This design comes from an exercise in tuning for small area on the open sky130 flow, not from production work. At most, simulation tests tie the RTL to the original design; equivalence was not proved. Power and IR drop assume default switching activity.

// rtc_system
module rtc_system
(
    input clk,
    input rst_n,
    input [3:0] key_in,
    output rtc_sclk,
    input rtc_sio_i,
    output rtc_sio_o,
    output rtc_sio_oe,
    output rtc_rst,
    output [7:0] smg_data,
    output [5:0] scan_sig,
    output config_sig
);
    localparam [15:0] C_4999  = 16'h191d;
    localparam [15:0] C_49999 = 16'h638b;
    localparam [15:0] TP = 16'haaaa;
    reg [15:0] tc;
    wire tc_wrap = (tc == (C_49999 ^ TP));
    always @(posedge clk or negedge rst_n)
        if (!rst_n)
            tc <= TP;
        else if (tc_wrap)
            tc <= TP;
        else
            tc <= {~tc[14:0], tc[15] ^ tc[12]};
    reg isEn;
    always @(posedge clk or negedge rst_n)
        if (!rst_n)
            isEn <= 1'b0;
        else if (tc == (C_4999 ^ TP))
            isEn <= 1'b1;
    localparam [19:0] K_END = 20'h0ebd4;    
    localparam [19:0] KP = 20'haaaaa;       
    reg [3:0] kf1, kf2;
    always @(posedge clk) begin
        kf1 <= key_in;
        kf2 <= kf1;
    end
    wire [3:0] key_out;
    genvar g;
    generate
        for (g = 0; g < 4; g = g + 1) begin : key
            wire h2l = isEn & ~kf1[g] & kf2[g];
            wire l2h = isEn & kf1[g] & ~kf2[g];
            reg [1:0] ks;
            reg [19:0] kt;
            wire done = (kt == (K_END ^ KP));
            always @(posedge clk)
                if (ks[0])
                    kt <= {~kt[18:0], kt[19] ^ kt[16]};
                else
                    kt <= KP;
            always @(posedge clk or negedge rst_n)
                if (!rst_n)
                    ks <= 2'b00;
                else
                    case (ks)
                        2'b00: if (h2l) ks <= 2'b01; else if (l2h) ks <= 2'b11;
                        2'b01: if (done) ks <= 2'b10;
                        2'b10: ks <= 2'b00;
  ...
Settings: LEC_CHECK=0, CAP_MARGIN=20, CORE_MARGIN=2, CORE_UTILIZATION=40, CTS_BUF_LIST=sky130_fd_sc_hd__clkbuf_8, CTS_CLUSTER_DIAMETER=200, CTS_CLUSTER_SIZE=60, SLEW_MARGIN=20; clock period 20.0 ns.
run.sh (not shown) runs the stock make flow with config.mk's settings and CLKGATE_MAP_FILE= SYNTH_SCRIPT=/design/flow/synth_recipe.tcl, a recipe that flattens the netlist after the stock synthesis.
Edit:
- CTS_BUF_LIST: sky130_fd_sc_hd__clkbuf_8 -> not set
- CTS_CLUSTER_DIAMETER: 200 -> 150
- CTS_CLUSTER_SIZE: 60 -> 40
What happened: The changed run completed with no timing, DRC or antenna violations; utilization came out higher by 0.76 points; power grows by roughly a tenth; final area grows slightly; worst setup slack improves by 0.042 ns; clock-buffer cell count goes up by 3; clock power rises by well over a third; via count is about the same.
Edit:
- CTS_CLUSTER_DIAMETER: 150 -> not set
- CTS_CLUSTER_SIZE: 40 -> not set
Clock-buffer cell count stays the same.
Global-route usage stays the same.
Die area stays the same.
Wire length is unchanged.
Core utilization stays the same.
No functional check of the RTL was part of any run of this note.

---

Another version of the RTL of rtc_system (not shown whole).
For scale: roughly 190 flip-flops, about 7900 µm² of cells after synthesis.
## rtc_system
module rtc_system
(
    input clk,
    input rst_n,
    input [3:0] key_in,
    output rtc_sclk,
    input rtc_sio_i,
    output rtc_sio_o,
    output rtc_sio_oe,
    output rtc_rst,
    output [7:0] smg_data,
    output [5:0] scan_sig,
    output config_sig
);
==> flow/config.mk <==
export PLATFORM = sky130hd
export DESIGN_NAME = rtc_system
export DESIGN_NICKNAME = rtc_system
export VERILOG_FILES = /design/flow/design.v
export SDC_FILE = /design/flow/constraint.sdc
export NUM_CORES = 4
export LEC_CHECK = 0
export ABC_AREA = 1
export CAP_MARGIN = 20
export CORE_MARGIN = 2
export CORE_UTILIZATION = 40
export CTS_BUF_LIST = sky130_fd_sc_hd__clkbuf_8
export CTS_CLUSTER_DIAMETER = 200
export CTS_CLUSTER_SIZE = 60
export SLEW_MARGIN = 20
==> flow/constraint.sdc <==
create_clock -name core_clock -period 20.0 [get_ports {clk}]
set_input_delay 4.0000 -clock core_clock [delete_from_list [all_inputs] [get_ports {clk}]]
set_output_delay 4.0000 -clock core_clock [all_outputs]
set_load 0.01 [all_outputs]
standard.sh (not shown) runs the stock make flow with config.mk's settings and CLKGATE_MAP_FILE= SYNTH_SCRIPT=/design/flow/synth_recipe.tcl, a recipe that flattens the netlist after the stock synthesis.
==> flow/flow/run.sh <==
#!/bin/bash
# Standard ORFS flow, except that synthesis maps the logic with an
# area-oriented ABC script (flow/abc_area.script, picked by ABC_AREA=1) and
# CTS adds no dummy loads. Registers are mapped exactly as the standard
# synthesis maps them.
set -euo pipefail
W=$(pwd)

rm -rf "$W/scripts_area"
cp -r "$FLOW_HOME/scripts" "$W/scripts_area"
cp "$W/flow/abc_area.script" "$W/scripts_area/abc_area.script"

SCRIPTS_DIR="$W/scripts_area" bash "$W/standard.sh" synth > "$W/synth.log" 2>&1

export CTS_ARGS="-sink_clustering_enable -repair_clock_nets -dont_use_dummy_load -sink_clustering_size 60 -sink_clustering_max_diameter 200 -buf_list sky130_fd_sc_hd__clkbuf_8"
bash "$W/standard.sh" > "$W/layout.log" 2>&1
==> flow/flow/abc_area.script <==
strash
dch
map -a
mfs2
strash
dch
map -a
mfs2
strash
dch
map -a
mfs2
strash
dch
map -a
mfs2
strash
dch
map -a
mfs2
strash
dch
map -a
topo
stime -c
Then changed:
--- a/flow/flow/run.sh
+++ b/flow/flow/run.sh
@@ -2,5 +2,5 @@
 # Standard ORFS flow, except that synthesis maps the logic with an
-# area-oriented ABC script (flow/abc_area.script, picked by ABC_AREA=1) and
-# CTS adds no dummy loads. Registers are mapped exactly as the standard
-# synthesis maps them.
+# area-oriented ABC script (flow/abc_area.script, picked by ABC_AREA=1)
+# without first extracting half/full adders, and CTS adds no dummy loads.
+# Registers are mapped exactly as the standard synthesis maps them.
 set -euo pipefail
@@ -12,3 +12,3 @@
 
-SCRIPTS_DIR="$W/scripts_area" bash "$W/standard.sh" synth > "$W/synth.log" 2>&1
+SCRIPTS_DIR="$W/scripts_area" ADDER_MAP_FILE= bash "$W/standard.sh" synth > "$W/synth.log" 2>&1
 
The new run completed with no timing, DRC or antenna violations.
Count of clock-buffer cells in the layout does not change.
Utilization rose by 0.49 points.
Flip-flop and latch count does not change.
Cell area goes down by a few percent.
Power came out higher slightly.
Fmax rises by a few percent.
Worst setup slack gets better by 0.29 ns.
Routed wire length decreases by a few percent.

-- what the ideal ports hide --
No port has a modelled driver above. Below, the same layouts with a new extraction and two added sets of constraints.
Step 1 assumes that a clkbuf_16 drives the clock port and a buf_2 every other input.
Step 2 adds t to the input delays and takes it off the output delays; t is the mean of the earliest and latest rising clock arrival at the registers after step 1. Input paths then give back, and output paths get back, about the clock's delay inside the block.
Three values: no drivers, after step 1, after step 2; two values: the first two.
run	shift t [ns]	slack for setup (ns)	hold WS [ns]	worst slew at a driven data input, ns	pins driven straight from the clock port
the first run of note 1	0.494	13.921 / 13.877 / 14.372	0.381 / 0.381 / 0.381	0.04	1
the second run of note 1	0.471	13.963 / 13.918 / 14.389	0.388 / 0.388 / 0.388	0.04	1
the third run of note 1	0.471	13.963 / 13.918 / 14.389	0.388 / 0.388 / 0.388	0.04	1
the first run of note 2	0.477	13.809 / 13.769 / 14.246	0.366 / 0.366 / 0.366	0.04	1
the second run of note 2	0.502	14.094 / 14.057 / 14.559	0.339 / 0.339 / 0.339	0.03	1
After both steps setup and hold are still met in every run listed.
